Source: an optimization exercise on an open RTL-to-GDS flow (aim: small area and a short achievable clock period). Production flows keep margins and buffers that such runs may drop. At most, simulation tests tie the RTL to the original design; equivalence was not proved. Power figures rest on the tool's default switching activity, not on a simulated workload.

==> inputs of run E <==
## dadda_16_16
module dadda_16_16(mpd_in, mpr_in, op_out, clk);
  input clk;
  input [15:0] mpd_in, mpr_in;
  output [32:0] op_out;
  wire [17:0] ye = {2'b00, mpr_in};
  wire [7:0] e_one, e_two;
  genvar gi, gj;
  generate for (gi = 0; gi < 8; gi = gi + 1) begin : g_enc
    wire ym1 = (gi == 0) ? 1'b0 : ye[2*gi-1];
    assign e_one[gi] = ye[2*gi] ^ ym1;
    assign e_two[gi] = (ye[2*gi+1] & ~ye[2*gi] & ~ym1) | (~ye[2*gi+1] & ye[2*gi] & ym1);
  end endgenerate
  reg [15:0] x;
  reg [7:0] one, two, neg;
  reg [25:0] q0, q1;
  reg [5:0] ql;
  reg qc;
  wire carry_n = w270;
  wire [25:0] r0n, r1n;
  wire [5:0] sln;
  always @(posedge clk) begin
    x <= mpd_in;
    one <= e_one;
    two <= e_two;
    neg <= {mpr_in[15], mpr_in[13], mpr_in[11], mpr_in[9], mpr_in[7], mpr_in[5], mpr_in[3], mpr_in[1]};
    q0 <= r0n;
    q1 <= r1n;
    ql <= sln;
    qc <= ~carry_n;
  end
  wire [7:0] negn = ~neg;
  wire [16:0] ppn [0:7];
  generate for (gi = 0; gi < 8; gi = gi + 1) begin : g_pp
    for (gj = 0; gj < 17; gj = gj + 1) begin : g_ppj
      if (gj == 0) begin : g_lo
        bsel1 u_sel (.a(x[0]), .s(one[gi]), .neg(neg[gi]), .pn(ppn[gi][gj]));
  ...
Settings: LEC_CHECK=0, CAP_MARGIN=20, CORE_MARGIN=2, CORE_UTILIZATION=70, CTS_BUF_LIST=sky130_fd_sc_hd__clkbuf_8 sky130_fd_sc_hd__clkbuf_16, SETUP_SLACK_MARGIN=3.5, SLEW_MARGIN=20, SYNTH_HIERARCHICAL=1; clock period 7.0 ns.
standard.sh (not shown) runs the stock make flow with config.mk's settings and CLKGATE_MAP_FILE= SYNTH_SCRIPT=/design/flow/synth_recipe.tcl, a recipe that flattens the netlist after the stock synthesis.
==> flow/flow/run.sh <==
#!/bin/bash
# Standard layout (the standard.sh) with two changes:
#  - after synthesis, flow/post_synth.tcl takes logic cells down to their
#    smallest drive strength (timing repair later sizes up what it needs);
#  - the port buffers are buf_1 cells (sized up by repair where needed).
set -euo pipefail
here=$(pwd)
bash standard.sh POST_SYNTH_TCL=$here/flow/post_synth.tcl \
  "BUFFER_PORTS_ARGS=-buffer_cell sky130_fd_sc_hd__buf_1" finish > $here/standard_flow.log 2>&1
==> flow/flow/post_synth.tcl <==
# After synthesis: take every logic cell down to the smallest drive strength
# of its own kind and drop the buffers synthesis inserted; timing repair in the
# later steps sizes up what the critical paths need.
set n_resized 0
foreach inst [get_cells *] {
  set master [get_property $inst ref_name]
  if {![regexp {^(sky130_fd_sc_hd__[a-z0-9]+)_([0-9]+)$} $master -> base size]} { continue }
  if {[regexp {__(df|dl|sdf|edf|conb|tap|fill|decap|clk)} $base]} { continue }
  set best ""
  set best_area 1e9
  foreach s {0 1 2 4} {
    set lc [get_lib_cells -quiet */${base}_$s]
    if {$lc eq ""} { continue }
    if {[get_property $lc dont_use]} { continue }
    set a [get_property $lc area]
    if {$a < $best_area} { set best_area $a; set best [get_name $lc] }
  }
  if {$best ne "" && $best ne $master} {
    replace_cell $inst $best
    incr n_resized
  }
}
puts "post_synth: resized $n_resized cells"
remove_buffers
==> run P (differences from run E) <==
Settings changed: CORE_UTILIZATION 70 to 55, CTS_CLUSTER_DIAMETER from default to 60, CTS_CLUSTER_SIZE from default to 30, SETUP_SLACK_MARGIN 3.5 to 3.4.
==> run G (differences from run E) <==
Settings changed: CTS_BUF_LIST sky130_fd_sc_hd__clkbuf_8 sky130_fd_sc_hd__clkbuf_16 to sky130_fd_sc_hd__clkbuf_4 sky130_fd_sc_hd__clkbuf_8, SETUP_SLACK_MARGIN 3.5 to 3.4.
==> summary.txt <==
quantity	run P	run E	run G
Result of the run	complete, no violations	complete, no violations	complete, no violations
Syn-to-layout area delta	12.0%	12.0%	10.9%
Clock-pin slew of the registers on the worst-case setup and hold paths	0.08 ns	0.08 ns	0.10 ns
Portion of total power attributed to sequential cells	0.251	0.247	0.254
Average wire per cell in the routed design	18.5 µm	19.2 µm	19.0 µm
Start of the worst register-to-register path	two[7]$_DFF_P_	one[3]$_DFF_P_	one[7]$_DFF_P_
Weighted congestion at the end of routability-driven global placement	0.836	0.887	0.883
Net switching power of the design	1710 µW	1750 µW	1750 µW
Global Route met3 Usage	0.0591	0.0590	0.0645
Worst slack after detailed placement	3.11 ns	2.89 ns	3.16 ns
Fin nets	1015	1015	1014
Total routing resource utilization after global routing	0.268	0.337	0.322
Number of gates on the worst path with buffers counted	9	8	9
Post-CTS Repair Setup Buffers	3	5	2
Source of the critical timing path	q1[4]$_DFF_P_	q1[8]$_DFF_P_	q1[9]$_DFF_P_
Slew @ Worst Pin	0.722 ns	0.507 ns	0.671 ns
No run of this note included a check of the RTL's function; only the layout flow was run.

==> v12 <==
dadda_16_16, a different RTL version from the one above (not shown whole).
==> flow/config.mk <==
export PLATFORM = sky130hd
export DESIGN_NAME = dadda_16_16
export DESIGN_NICKNAME = dadda_16_16
export VERILOG_FILES = /design/flow/design.v
export SDC_FILE = /design/flow/constraint.sdc
export NUM_CORES = 4
export LEC_CHECK = 0
export CAP_MARGIN = 20
export CORE_MARGIN = 2
export CORE_UTILIZATION = 40
export SETUP_SLACK_MARGIN = 3.5
export SLEW_MARGIN = 20
export SYNTH_HIERARCHICAL = 1
==> flow/constraint.sdc <==
create_clock -name core_clock -period 7.0 [get_ports {clk}]
set_input_delay 1.4000 -clock core_clock [delete_from_list [all_inputs] [get_ports {clk}]]
set_output_delay 1.4000 -clock core_clock [all_outputs]
set_load 0.01 [all_outputs]
==> flow/flow/run.sh <==
#!/bin/bash
# Standard layout, with a step after synthesis (flow/post_synth.tcl) that
# downsizes logic cells and removes synthesis buffers before placement.
set -euo pipefail
here=$(pwd)
bash standard.sh POST_SYNTH_TCL=$here/flow/post_synth.tcl finish > $here/standard_flow.log 2>&1
Scripts as last shown in full above: flow/flow/post_synth.tcl
==> v20: changes against v12 <==
--- a/flow/config.mk
+++ b/flow/config.mk
@@ -8,6 +8,6 @@
 export CAP_MARGIN = 20
 export CORE_MARGIN = 2
 export CORE_UTILIZATION = 40
-export SETUP_SLACK_MARGIN = 3.5
+export SETUP_SLACK_MARGIN = 4.0
 export SLEW_MARGIN = 20
 export SYNTH_HIERARCHICAL = 1
==> comparison <==
v20 went through all stages and came out clean. v12 completed without violations.
Against v20, the combinational power of v12 is lower by about 3%.
Between v20 and v12, the lower clock power is in v20 (gap 9.3%, measured against v12).
Synthesized cell count is the same in v12 and v20.
Between v20 and v12, the lower non-clock buffer count is in v12 (gap 27).
Of v20 and v12, v20 has the higher global-route usage (gap 0.78 points).
Against v20, the first-iteration DRC count of v12 is smaller by 7.3%.
Of v12 and v20, v20 has the higher total power (gap 1.1%, measured against v20).
Of v12 and v20, v20 has the higher wire length (gap about 7%, measured against v20).
Final cell count: v20 is larger than v12 (about 2.4%).
Function was not checked in any run of this note: the RTL went through the layout flow alone.

==> job 8036 <==
dadda_16_16, a different RTL version from the one above (not shown whole).
export LEC_CHECK = 0
export CAP_MARGIN = 20
export CORE_MARGIN = 2
export CORE_UTILIZATION = 55
export CTS_BUF_LIST = sky130_fd_sc_hd__clkbuf_4 sky130_fd_sc_hd__clkbuf_8
export SETUP_SLACK_MARGIN = 3.6
export SLEW_MARGIN = 20
export SYNTH_HIERARCHICAL = 1
create_clock -name core_clock -period 7.0 [get_ports {clk}]
==> flow/flow/run.sh <==
#!/bin/bash
# Standard layout (the standard.sh) with two changes:
#  - after synthesis, flow/post_synth.tcl takes logic cells down to their
#    smallest drive strength (timing repair later sizes up what it needs);
#  - the port buffers are buf_1 cells (sized up by repair where needed).
set -euo pipefail
here=$(pwd)
bash standard.sh POST_SYNTH_TCL=$here/flow/post_synth.tcl \
  "BUFFER_PORTS_ARGS=-buffer_cell sky130_fd_sc_hd__buf_1" finish > $here/standard_flow.log 2>&1
Scripts as last shown in full above: flow/flow/post_synth.tcl
==> inputs of job 5603, as changes to job 8036 <==
SETUP_SLACK_MARGIN = 3.4   (was 3.6)
==> summary.md <==
| Metric | Value |
|---|---|
| Final clock-cell share | `2.42%` |
| Placed Instances | `1035` |
| Status | `timing/DRC/antenna clean` |
| Clock Power Share | `10.5%` |
| DR vias | `6080` |
The numbers above come from job 5603.

==> summary.md <==
| Metric | Value |
|---|---|
| Placed Instances | `1032` |
| Clock Power Share | `11.1%` |
| Layout area overhead | `14.5%` |
| Final #Nets | `1018` |
| Fin area | `0.00923 mm2` |
| Status | `timing/DRC/antenna clean` |
| Final clock-cell share | `2.63%` |
| Most flop-heavy register | `q1` |
| Insertion delay to the later sink of the worst-skew pair | `0.40 ns` |
| DR vias | `6189` |
The numbers above come from job 8036.


==> v26 <==
Starting RTL as in the previous note.
clock: 7.0 ns
lec_check: 0
cap_margin: 20
core_margin: 2
core_utilization: 55
cts_buf_list: sky130_fd_sc_hd__clkbuf_4 sky130_fd_sc_hd__clkbuf_8
setup_slack_margin: 3.8
slew_margin: 20
synth_hierarchical: 1
Scripts as last shown in full above: flow/flow/run.sh, flow/flow/post_synth.tcl
==> v37: changes against v26 <==
- CORE_UTILIZATION: 55 -> 45
- SETUP_SLACK_MARGIN: 3.8 -> 3.4
==> v30: changes against v26 <==
- SETUP_SLACK_MARGIN: 3.8 -> 3.2
==> summary.txt <==
metric	v26	v30	v37
Status	finished clean	finished clean	finished clean
Switching pwr	1.83 mW	1.68 mW	1.72 mW
Part of the power in registers	24.7%	25.6%	25.4%
Util after Layout	68.4%	61.6%	52.0%
Met1 Routed Length	8790 µm	7950 µm	8170 µm
Largest net degree at the start of global routing	20	36	36
Total area of multi-input combinational cells	6380 µm²	5970 µm²	6020 µm²
Sum of met3 wire segment lengths after detailed routing	1110 µm	1110 µm	1270 µm
Net count of the finished layout	1055	1012	1012
Highest-delay cell along the critical path	sky130_fd_sc_hd__dfxtp_2	sky130_fd_sc_hd__dfxtp_1	sky130_fd_sc_hd__dfxtp_2
Switching portion of total power	44.6%	44.8%	44.5%
Routed met2 length	10600 µm	10100 µm	10000 µm
Sequential power	1.01 mW	956 µW	979 µW

==> job 5231 <==
Starting RTL as in the previous note.
clock: 7.0 ns
lec_check: 0
cap_margin: 20
core_margin: 2
core_utilization: 55
cts_buf_list: sky130_fd_sc_hd__clkbuf_8 sky130_fd_sc_hd__clkbuf_16
cts_cluster_diameter: 60
cts_cluster_size: 30
setup_slack_margin: 3.45
slew_margin: 20
synth_hierarchical: 1
Scripts as last shown in full above: flow/flow/run.sh, flow/flow/post_synth.tcl
==> job 8506 (differences from job 5231) <==
Settings changed: CTS_BUF_LIST sky130_fd_sc_hd__clkbuf_8 sky130_fd_sc_hd__clkbuf_16 to sky130_fd_sc_hd__clkbuf_4 sky130_fd_sc_hd__clkbuf_8, CTS_CLUSTER_DIAMETER 60 to not set, CTS_CLUSTER_SIZE 30 to not set, SETUP_SLACK_MARGIN 3.45 to 3.3.
==> job 691 (differences from job 5231) <==
Settings changed: CORE_UTILIZATION 55 to 65, CTS_BUF_LIST sky130_fd_sc_hd__clkbuf_8 sky130_fd_sc_hd__clkbuf_16 to sky130_fd_sc_hd__clkbuf_4 sky130_fd_sc_hd__clkbuf_8, CTS_CLUSTER_DIAMETER 60 to not set, CTS_CLUSTER_SIZE 30 to not set, SETUP_SLACK_MARGIN 3.45 to 3.4.
==> notes <==
Job 691 finished clean. Job 5231 finished with timing, DRC and antenna clean. Job 8506 finished with timing, DRC and antenna clean. In job 691 the die area is smaller than in job 8506, by about 15%. The lowest design area belongs to job 8506, the highest to job 5231. Clock power: job 5231 is larger than job 691 (38%). Synthesized area is the same in job 691 and job 5231. Register-to-register slack: job 8506 < job 691 < job 5231. Of job 691 and job 8506, job 691 has the higher critical path depth (gap 3).
==> figures <==
Run status: job 8506 timing/DRC/antenna clean; job 691 timing/DRC/antenna clean; job 5231 timing/DRC/antenna clean
Min Tclk post-route: job 8506 3.57 ns; job 691 3.48 ns; job 5231 3.46 ns
Metal2 WL: job 8506 10100 um; job 691 9650 um; job 5231 10200 um
Maximum cell stage delay along the critical path: job 8506 0.81 ns; job 691 0.36 ns; job 5231 0.33 ns
Final-layout fill cell count: job 8506 1273; job 691 916; job 5231 1236
Number of clock buffers in the layout: job 8506 10; job 691 9; job 5231 10
Global-route track usage on met3: job 8506 5.31%; job 691 5.32%; job 5231 3.29%
Clock-pin transition on the worst setup and hold timing paths: job 8506 0.11 ns; job 691 0.11 ns; job 5231 0.07 ns
Required time reported for the critical path endpoint: job 8506 7.27 ns; job 691 5.60 ns; job 5231 5.60 ns
Number of gates on the worst path with buffers counted: job 8506 7; job 691 10; job 5231 9
Max VDD drop: job 8506 0.000192 V; job 691 0.000213 V; job 5231 0.000181 V
GR Util met2: job 8506 46.2%; job 691 53.4%; job 5231 47.4%
Area of the multi-input gates: job 8506 5980 sq um; job 691 5990 sq um; job 5231 6040 sq um

==> exp/lagoon <==
Another version of the RTL of dadda_16_16 (not shown whole).
==> flow/config.mk <==
export PLATFORM = sky130hd
export DESIGN_NAME = dadda_16_16
export DESIGN_NICKNAME = dadda_16_16
export VERILOG_FILES = /design/flow/design.v
export SDC_FILE = /design/flow/constraint.sdc
export NUM_CORES = 4
export LEC_CHECK = 0
export CAP_MARGIN = 20
export CORE_MARGIN = 2
export CORE_UTILIZATION = 40
export SETUP_SLACK_MARGIN = 3.5
export SLEW_MARGIN = 20
export SYNTH_HIERARCHICAL = 1
==> flow/constraint.sdc <==
create_clock -name core_clock -period 7.0 [get_ports {clk}]
set_input_delay 1.4000 -clock core_clock [delete_from_list [all_inputs] [get_ports {clk}]]
set_output_delay 1.4000 -clock core_clock [all_outputs]
set_load 0.01 [all_outputs]
run.sh (not shown) runs the stock make flow with config.mk's settings and CLKGATE_MAP_FILE= SYNTH_SCRIPT=/design/flow/synth_recipe.tcl, a recipe that flattens the netlist after the stock synthesis.
Stock flow here: none of the scripts above is used.
==> exp/delta (differences from exp/lagoon) <==
Settings changed: SETUP_SLACK_MARGIN 3.5 to 4.2.
==> exp/amber (differences from exp/lagoon) <==
Settings changed: SETUP_SLACK_MARGIN 3.5 to unset.
==> results.cfg <==
[drt]
routed_wl_um = 26500

[finish]
nClkBuffers = 10
buffer_area_share_pct = 13.3
area_growth_pct = 37.3
drive_gt1_share_pct = 42.8
fin_cells = 1432

[setup_path]
crit_cells = 12

[pwr]
p_int_mw = 3.13

[outcome]
outcome = finished clean
That was exp/delta.
==> results.cfg <==
[outcome]
outcome = finished clean

[finish]
drive_gt1_share_pct = 3.87
nClkBuffers = 9
buffer_area_share_pct = 6.20
area_growth_pct = 10.7

[drt]
routed_wl_um = 22300

[setup_path]
crit_cells = 9

[pwr]
power.total_mw = 4.91
That was exp/amber.
==> results.cfg <==
[outcome]
outcome = finished clean

[finish]
buffer_area_share_pct = 7.52
drive_gt1_share_pct = 18.9

[drt]
routed_wl_um = 23700

[pwr]
p_int_mw = 3.01
That was exp/lagoon.

==> 03-02 <==
RTL: one of the versions met above, not the one the previous note started from.
==> flow/design.v (excerpt) <==
module dadda_16_16(mpd_in, mpr_in, op_out, clk);
  input clk;
  input [15:0] mpd_in, mpr_in;
  output [32:0] op_out;
  wire [17:0] ye = {2'b00, mpr_in};
  wire [7:0] e_one, e_two;
  genvar gi, gj;
  generate for (gi = 0; gi < 8; gi = gi + 1) begin : g_enc
    wire ym1 = (gi == 0) ? 1'b0 : ye[2*gi-1];
    assign e_one[gi] = ye[2*gi] ^ ym1;
    assign e_two[gi] = (ye[2*gi+1] & ~ye[2*gi] & ~ym1) | (~ye[2*gi+1] & ye[2*gi] & ym1);
  end endgenerate
  reg [15:0] x;
  reg [7:0] one, two, neg;
  reg [25:0] q0, q1;
  reg [5:0] ql;
  reg qc;
  wire carry_n = w270;
  wire [25:0] r0n, r1n;
  wire [5:0] sln;
  always @(posedge clk) begin
    x <= mpd_in;
    one <= e_one;
    two <= e_two;
    neg <= {mpr_in[15], mpr_in[13], mpr_in[11], mpr_in[9], mpr_in[7], mpr_in[5], mpr_in[3], mpr_in[1]};
    q0 <= r0n;
    q1 <= r1n;
    ql <= sln;
    qc <= carry_n;
  end
  wire [7:0] negn = ~neg;
  wire [16:0] ppn [0:7];
  generate for (gi = 0; gi < 8; gi = gi + 1) begin : g_pp
    for (gj = 0; gj < 17; gj = gj + 1) begin : g_ppj
      if (gj == 0) begin : g_lo
        bsel1 u_sel (.a(x[0]), .s(one[gi]), .neg(neg[gi]), .pn(ppn[gi][gj]));
      end else if (gj == 16) begin : g_hi
        bsel1 u_sel (.a(x[15]), .s(two[gi]), .neg(neg[gi]), .pn(ppn[gi][gj]));
      end else begin : g_mid
        bsel u_sel (.a(x[gj]), .b(x[gj-1]), .one(one[gi]), .two(two[gi]), .neg(neg[gi]), .pn(ppn[gi][gj]));
      end
    end
  end endgenerate
  wire [15:0] r8n;
  generate for (gj = 0; gj < 16; gj = gj + 1) begin : g_r8
    g_nand2 u_r8 (.a(x[gj]), .b(neg[7]), .y(r8n[gj]));
  end endgenerate
  wire ci1;
  wire ci2;
  wire ci3;
  wire ci4;
  wire ci5;
  wire ci6;
  wire w7;
  wire w8;
  wire w9;
  wire w10;
  wire w11;
  wire w12;
  wire w13;
  wire w14;
  wire w15;
  wire w16;
  wire w17;
  wire w18;
  wire w19;
  wire w20;
  ...
Settings: LEC_CHECK=0, CAP_MARGIN=20, CORE_MARGIN=2, CORE_UTILIZATION=55, CTS_BUF_LIST=sky130_fd_sc_hd__clkbuf_8 sky130_fd_sc_hd__clkbuf_16, CTS_CLUSTER_DIAMETER=60, CTS_CLUSTER_SIZE=30, SETUP_SLACK_MARGIN=3.4, SLEW_MARGIN=20, SYNTH_HIERARCHICAL=1; clock period 7.0 ns.
standard.sh (not shown) runs the stock make flow with config.mk's settings and CLKGATE_MAP_FILE= SYNTH_SCRIPT=/design/flow/synth_recipe.tcl, a recipe that flattens the netlist after the stock synthesis.
Scripts as last shown in full above: flow/flow/run.sh, flow/flow/post_synth.tcl
==> 07-18: changes against 03-02 <==
--- a/flow/flow/post_synth.tcl
+++ b/flow/flow/post_synth.tcl
@@ -24 +24,11 @@
 remove_buffers
+# The first-stage registers each drive a row or column of Booth selectors
+# (16-17 loads): give them the strongest flip-flop of their kind.
+set n_up 0
+foreach inst [get_cells *] {
+  if {[regexp {^(x|one|two|neg)\[} [get_name $inst]] && [get_property $inst ref_name] eq "sky130_fd_sc_hd__dfxtp_1"} {
+    replace_cell $inst sky130_fd_sc_hd__dfxtp_4
+    incr n_up
+  }
+}
+puts "post_synth: upsized $n_up first-stage flip-flops"
==> 11-12: changes against 03-02 <==
--- a/flow/flow/post_synth.tcl
+++ b/flow/flow/post_synth.tcl
@@ -24 +24,11 @@
 remove_buffers
+# The first-stage registers each drive a row or column of Booth selectors
+# (16-17 loads): give them the strongest flip-flop of their kind.
+set n_up 0
+foreach inst [get_cells *] {
+  if {[regexp {^(x|one|two|neg)\[} [get_name $inst]] && [get_property $inst ref_name] eq "sky130_fd_sc_hd__dfxtp_1"} {
+    replace_cell $inst sky130_fd_sc_hd__dfxtp_4
+    incr n_up
+  }
+}
+puts "post_synth: upsized $n_up first-stage flip-flops"
Settings changed: SETUP_SLACK_MARGIN 3.4 to 3.6.
==> notes <==
The lowest global-route usage belongs to 03-02, the highest to 11-12. Die area: 03-02 is smaller than 11-12 (1.8%). 07-18 completed without violations. 03-02 produced a clean layout. 11-12 ran to the end with no violations. The lowest register-to-register slack belongs to 03-02, the highest to 11-12. Between 07-18 and 11-12, the lower worst setup slack is in 07-18 (gap 0.059 ns). Via count: 11-12 > 07-18 > 03-02. First-iteration DRC count: 11-12 > 07-18 > 03-02. The lowest clock power belongs to 11-12, the highest to 07-18. Worst hold slack, highest first: 03-02, 07-18, 11-12. Area after synthesis is the same in 07-18 and 11-12. The lowest non-clock buffer count belongs to 07-18, the highest to 03-02.
==> figures <==
quantity                                                                                   07-18        03-02        11-12
Seq pwr                                                                                 0.987 mW     0.961 mW      1.02 mW
Routed met1 length                                                                       8190 µm      8090 µm      8310 µm
Peak clock frequency supported by timing                                                 290 MHz      286 MHz      296 MHz
Clock transition time at the flip-flop clock pins of the worst setup and hold paths      0.08 ns      0.07 ns      0.08 ns
Total area of sequential cells                                                       0.00211 mm²  0.00199 mm²  0.00214 mm²
Part of the total power dissipated in combinational logic                                  60.7%        62.0%        62.6%
Result of the run                                                       timing/DRC/antenna clean  timing/DRC/antenna clean  timing/DRC/antenna clean
Leak pwr                                                                                 3.55 nW      3.56 nW      3.61 nW
Final cycle utilization of the critical path                                               49.2%        50.0%        48.3%
Setup skew after layout                                                                0.0109 ns   0.00993 ns    0.0150 ns
Clock buffer and inverter area fraction after layout                                       3.77%        3.53%        3.31%
Start of the worst register-to-register path                                              neg[0]       two[1]       neg[0]
Syn-to-layout area delta                                                                   11.1%        12.2%        13.5%
Worst slack after detailed placement                                                     3.05 ns      3.05 ns      2.79 ns
Net switching power figure                                                               1.71 mW      1.70 mW      1.82 mW
Final instance count without filler cells                                                  1,044        1,054        1,049
Tot Pwr                                                                                  3.95 mW      3.90 mW      4.11 mW
Worst hold path startpoint                                                                one[0]         x[0]       one[0]
Largest vdd supply drop                                                                 0.175 mV     0.173 mV     0.223 mV
Post-synthesis cell area                                                             0.00821 mm²  0.00806 mm²  0.00821 mm²
CP Data Arrival Time                                                                     2.04 ns      2.10 ns      1.98 ns
Clock network latency to the later pin of the worst-skew pair                            0.36 ns      0.35 ns      0.36 ns

-- port drivers added, routing unchanged --
The results above use ideal ports. As a check the final layouts listed here were re-extracted and re-timed, cells and wires unchanged.
Step 1 assumes that a clkbuf_16 drives the clock port and a buf_2 every other input.
Step 2 times the ports against the registers' clock, not the clock port: input delays grow and output delays shrink by t, the midpoint of the rising clock arrivals with the driver on.
a / b / c = ideal / step 1 / step 2; a / b = the first two.
run | shift t [ns] | slack for setup (ns) | worst register clock-pin slew, ns
run E | 0.396 | 3.521 / 3.481 / 3.683 | 0.08 / 0.08
run P | 0.389 | 3.523 / 3.481 / 3.537 | 0.08 / 0.08
run G | 0.419 | 3.477 / 3.442 / 3.520 | 0.11 / 0.11
v12 | 0.398 | 3.321 / 3.280 / 3.577 | 0.07 / 0.07
v20 | 0.401 | 3.392 / 3.349 / 3.749 | 0.08 / 0.08
job 8036 | 0.429 | 3.494 / 3.456 / 3.695 | 0.12 / 0.12
job 5603 | 0.415 | 3.535 / 3.497 / 3.612 | 0.11 / 0.11
v26 | 0.415 | 3.613 / 3.575 / 3.858 | 0.10 / 0.10
v37 | 0.430 | 3.498 / 3.459 / 3.528 | 0.11 / 0.11
v30 | 0.419 | 3.365 / 3.327 / 3.377 | 0.11 / 0.11
job 5231 | 0.394 | 3.544 / 3.504 / 3.661 | 0.07 / 0.07
job 8506 | 0.418 | 3.429 / 3.395 / 3.429 | 0.11 / 0.11
job 691 | 0.421 | 3.517 / 3.480 / 3.584 | 0.11 / 0.11
exp/lagoon | 0.406 | 2.853 / 2.808 / 3.214 | 0.07 / 0.07
exp/delta | 0.399 | 3.060 / 3.014 / 3.413 | 0.07 / 0.07
exp/amber | 0.406 | 2.347 / 2.303 / 2.709 | 0.07 / 0.07
03-02 | 0.390 | 3.499 / 3.457 / 3.516 | 0.07 / 0.07
07-18 | 0.396 | 3.558 / 3.514 / 3.732 | 0.08 / 0.08
11-12 | 0.397 | 3.616 / 3.576 / 3.757 | 0.08 / 0.08
After both steps every run listed still meets setup and hold.
